This design comes from an exercise in tuning for small area, a short achievable clock period and few clock cycles per item on the open sky130 flow, not from production work.
No activity file was given, so power comes from the tool's default toggle rates.

## v6
==> flow/design.v <==
module rc5_encryption (
    input clk,
    input rst,
    input start,
    input [63:0] d_in,
    output ready,
    output done,
    output [63:0] d_out
);
    function [31:0] key;
        input [4:0] c;
        begin
            case (c)
                5'd1:  key = 32'h46F8E8C5;
                5'd2:  key = 32'h460C6085;
                5'd3:  key = 32'h70F83B8A;
                5'd4:  key = 32'h284B8303;
                5'd5:  key = 32'h513E1454;
                5'd6:  key = 32'hF621ED22;
                5'd7:  key = 32'h3125065D;
                5'd8:  key = 32'h11A83A5D;
                5'd9:  key = 32'hD427686B;
                5'd10: key = 32'h713AD82D;
                5'd11: key = 32'h4B792F99;
                5'd12: key = 32'h2799A4DD;
                5'd13: key = 32'hA7901C49;
                5'd14: key = 32'hDEDE871A;
                5'd15: key = 32'h36C03196;
                5'd16: key = 32'hA7EFC249;
                5'd17: key = 32'h61A78BB8;
                5'd18: key = 32'h3B0A1D2B;
                5'd19: key = 32'h4DBFCA76;
                5'd20: key = 32'hAE162167;
                5'd21: key = 32'h30D76B0A;
                5'd22: key = 32'h43192304;
                5'd23: key = 32'hF6CC1431;
                5'd24: key = 32'h65046380;
                default: key = 32'h0;
            endcase
        end
    endfunction
    function [31:0] rol;
        input [31:0] v;
        input [4:0] s;
        reg [31:0] t;
        begin
            t = v;
            if (s[0]) t = {t[30:0], t[31]};
            if (s[1]) t = {t[29:0], t[31:30]};
            if (s[2]) t = {t[27:0], t[31:28]};
            if (s[3]) t = {t[23:0], t[31:24]};
            if (s[4]) t = {t[15:0], t[31:16]};
            rol = t;
        end
    endfunction
    reg [31:0] xp, yp;
    reg [4:0]  cp;
    reg        vp;
    reg [31:0] rq, yq;
    reg [4:0]  cq;
    reg        vq;
    reg        ready_r, done_r;
    wire [31:0] rot = rol(xp ^ yp, yp[4:0]);
    wire [31:0] sum = rq + key(cq);
    assign ready = ready_r;
    assign done  = done_r;
    assign d_out = {xp, yp};
    always @(posedge clk) begin
        xp <= yq;
        yp <= sum;
        cp <= cq + 5'd1;
        if (ready_r) begin
            rq <= d_in[31:0];
            yq <= d_in[63:32];
            cq <= 5'd0;
        end else begin
            rq <= rot;
            yq <= yp;
            cq <= cp;
        end
        if (rst) begin
            vp      <= 1'b0;
            vq      <= 1'b0;
            done_r  <= 1'b0;
            ready_r <= 1'b1;
        end else begin
            vp      <= vq;
            vq      <= ready_r ? start : vp;
            done_r  <= vq && (cq == 5'd24);
            ready_r <= !vq || (cq == 5'd24);
        end
    end
endmodule
export LEC_CHECK = 0
export ABC_CLOCK_PERIOD_IN_PS = 2500
export CAP_MARGIN = 20
export CORE_MARGIN = 2
export CORE_UTILIZATION = 60
export CTS_BUF_LIST = sky130_fd_sc_hd__clkbuf_8
export CTS_CLUSTER_SIZE = 30
export SLEW_MARGIN = 20
export TNS_END_PERCENT = 100
create_clock -name core_clock -period 10.0 [get_ports {clk}]
standard.sh (not shown) runs the stock make flow with config.mk's settings and CLKGATE_MAP_FILE= SYNTH_SCRIPT=/design/flow/synth_recipe.tcl, a recipe that flattens the netlist after the stock synthesis.
==> flow/flow/run.sh <==
#!/bin/bash
export SETUP_SLACK_MARGIN=7.0
export BUFFER_PORTS_ARGS="-buffer_cell sky130_fd_sc_hd__buf_1"
bash standard.sh > standard.log 2>&1
### v6 -> v7
-- flow/design.v --
<<< v6, line 55
    endfunction
    reg [31:0] xp, yp;
    reg [4:0]  cp;
    reg        vp;
>>> v7, line 55
    endfunction
    reg [31:0] xp, yp;
    reg [4:0]  ys_n;
    reg [4:0]  cp;
    reg        vp;
<<< v6, line 60
    reg [4:0]  cq;
    reg        vq;
    reg        ready_r, done_r;
    wire [31:0] rot = rol(xp ^ yp, yp[4:0]);
    wire [31:0] sum = rq + key(cq);
    assign ready = ready_r;
    assign done  = done_r;
    assign d_out = {xp, yp};
>>> v7, line 61
    reg [4:0]  cq;
    reg        vq;
    reg        ready_r, ready_o, done_r;   
    wire [31:0] rot = rol(xp ^ yp, ~ys_n);
    wire [31:0] kq  = key(cq);
    wire [31:0] sum = rq + kq;
    assign ready = ready_o;
    assign done  = done_r;
    assign d_out = {xp, yp};
<<< v6, line 69
        xp <= yq;
        yp <= sum;
        cp <= cq + 5'd1;
        if (ready_r) begin
>>> v7, line 71
        xp <= yq;
        yp <= sum;
        ys_n <= ~sum[4:0];
        cp <= cq + 5'd1;
        if (ready_r) begin
<<< v6, line 84
            done_r  <= 1'b0;
            ready_r <= 1'b1;
        end else begin
            vp      <= vq;
>>> v7, line 87
            done_r  <= 1'b0;
            ready_r <= 1'b1;
            ready_o <= 1'b1;
        end else begin
            vp      <= vq;
<<< v6, line 89
            done_r  <= vq && (cq == 5'd24);
            ready_r <= !vq || (cq == 5'd24);
        end
    end
>>> v7, line 93
            done_r  <= vq && (cq == 5'd24);
            ready_r <= !vq || (cq == 5'd24);
            ready_o <= !vq || ((cq + 5'd1) == 5'd25);
        end
    end
[summary]
- Critical path buffer and inverter count came out lower on v7 than on v6.
- The average wire per standard cell reported for v7 is greater than that of v6 by about 8%.
- Re power: v7 and v6 aren't equal, and the higher value belongs to v7.
- v6 → v7: global-route wire length before repair now sits higher; portion of the layout cell area used by non-clock buffers shows a reduction of 3.0 points; depth of the worst register-to-register path decreased by 2 relative to the old numbers; internal portion of total power went up by 210 uW; power share of the combinational group rose by 6.2 points.
- Die area went up by a few percent going from v6 to v7.
- The number of nets produced by synthesis in v7 was lower than what v6 gave.
- Against v6 as the reference, v7 delivers a higher power density of the placed cells.
- Of v7 and v6, it is v7 that has the higher setup slack.
Function was not checked in any run of this note: the RTL went through the layout flow alone.

* * *

== west ==
// rc5_encryption: RTL as listed in full above, without the edits since
clock: 10.0 ns
lec_check: 0
abc_clock_period_in_ps: 2500
cap_margin: 20
core_margin: 2
core_utilization: 40
slew_margin: 20
tns_end_percent: 100
==> flow/flow/run.sh <==
#!/bin/bash
export SETUP_SLACK_MARGIN=7.0
bash standard.sh > standard.log 2>&1
diff inputs: west => north
diff --git a/flow/design.v b/flow/design.v
--- a/flow/design.v
+++ b/flow/design.v
@@ -10,33 +10,30 @@
     function [31:0] key;
         input [4:0] c;
         begin
-            case (c)
-                5'd1:  key = 32'h46F8E8C5;
-                5'd2:  key = 32'h460C6085;
-                5'd3:  key = 32'h70F83B8A;
-                5'd4:  key = 32'h284B8303;
-                5'd5:  key = 32'h513E1454;
-                5'd6:  key = 32'hF621ED22;
-                5'd7:  key = 32'h3125065D;
-                5'd8:  key = 32'h11A83A5D;
-                5'd9:  key = 32'hD427686B;
-                5'd10: key = 32'h713AD82D;
-                5'd11: key = 32'h4B792F99;
-                5'd12: key = 32'h2799A4DD;
-                5'd13: key = 32'hA7901C49;
-                5'd14: key = 32'hDEDE871A;
-                5'd15: key = 32'h36C03196;
-                5'd16: key = 32'hA7EFC249;
-                5'd17: key = 32'h61A78BB8;
-                5'd18: key = 32'h3B0A1D2B;
-                5'd19: key = 32'h4DBFCA76;
-                5'd20: key = 32'hAE162167;
-                5'd21: key = 32'h30D76B0A;
-                5'd22: key = 32'h43192304;
-                5'd23: key = 32'hF6CC1431;
-                5'd24: key = 32'h65046380;
-                default: key = 32'h0;
-            endcase
+            key = ({32{c == 5'd1}} & 32'h46F8E8C5)
+                | ({32{c == 5'd2}} & 32'h460C6085)
+                | ({32{c == 5'd3}} & 32'h70F83B8A)
+                | ({32{c == 5'd4}} & 32'h284B8303)
+                | ({32{c == 5'd5}} & 32'h513E1454)
+                | ({32{c == 5'd6}} & 32'hF621ED22)
+                | ({32{c == 5'd7}} & 32'h3125065D)
+                | ({32{c == 5'd8}} & 32'h11A83A5D)
+                | ({32{c == 5'd9}} & 32'hD427686B)
+                | ({32{c == 5'd10}} & 32'h713AD82D)
+                | ({32{c == 5'd11}} & 32'h4B792F99)
+                | ({32{c == 5'd12}} & 32'h2799A4DD)
+                | ({32{c == 5'd13}} & 32'hA7901C49)
+                | ({32{c == 5'd14}} & 32'hDEDE871A)
+                | ({32{c == 5'd15}} & 32'h36C03196)
+                | ({32{c == 5'd16}} & 32'hA7EFC249)
+                | ({32{c == 5'd17}} & 32'h61A78BB8)
+                | ({32{c == 5'd18}} & 32'h3B0A1D2B)
+                | ({32{c == 5'd19}} & 32'h4DBFCA76)
+                | ({32{c == 5'd20}} & 32'hAE162167)
+                | ({32{c == 5'd21}} & 32'h30D76B0A)
+                | ({32{c == 5'd22}} & 32'h43192304)
+                | ({32{c == 5'd23}} & 32'hF6CC1431)
+                | ({32{c == 5'd24}} & 32'h65046380);
         end
     endfunction
     function [31:0] rol;
Notes after the runs:
Between west and north, the global routing met1 resource utilization figures differ only marginally.
Between north and west, it is north whose total power consumption of the routed design is lower, by about 7%.
In terms of total half-perimeter wirelength after legalization and detailed placement, west and north differ only marginally.
Layout overhead on the synthesized area in north is 15 points above west.
Run comparison: north master of the slowest instance on the critical path sky130_fd_sc_hd__or3_4; west master of the slowest instance on the critical path sky130_fd_sc_hd__dfxtp_4
Per the comparison of north with west, tightest hold margin held; area share of and/or/nand/nor cells after synthesis rose 5.8 points; combinational share of power decreased 0.5 points; fraction of final layout cells sized beyond drive strength 1 higher.
Compare north and west | post-route cell area lower: west
west has lower number of antenna violations at the first check in global routing than north.
On number of cells on the critical path, the lower figure sits with west, not north.
Re final critical-path share of the clock period: north and west aren't equal, and the lower value belongs to west.
Comparing the two runs side by side, north comes out behind west on worst path setup slack after routing.
No functional check of the RTL was part of any run of this note.

-- static timing again, ports no longer ideal --
The results above use ideal ports. As a check the final layouts listed here were re-extracted and re-timed, cells and wires unchanged.
Step 1 (the two cells are an assumption about what drives the block):
set clk [get_ports {clk}]
set_driving_cell -lib_cell sky130_fd_sc_hd__clkbuf_16 $clk
set_driving_cell -lib_cell sky130_fd_sc_hd__buf_2 [delete_from_list [all_inputs] $clk]
Step 2 moves the port delays by t, midway between the first and last clock arrival at a register: inputs arrive t later, outputs are due t later. That takes back most of the time a late clock gives input paths.
a / b / c = no drivers / after step 1 / after step 2; a / b = the first two.
| run | shift t [ns] | setup slack, ns | worst register clock-pin slew, ns | pins driven straight from the clock port |
|---|---|---|---|---|
| v6 | 0.516 | 6.941 / 6.900 / 7.153 | 0.11 / 0.11 | 1 |
| v7 | 0.516 | 7.011 / 6.969 / 7.227 | 0.11 / 0.11 | 1 |
| west | 0.481 | 6.957 / 6.911 / 7.025 | 0.07 / 0.07 | 1 |
| north | 0.488 | 6.414 / 6.414 / 6.414 | 0.08 / 0.08 | 1 |
After both steps every run listed still meets setup and hold.
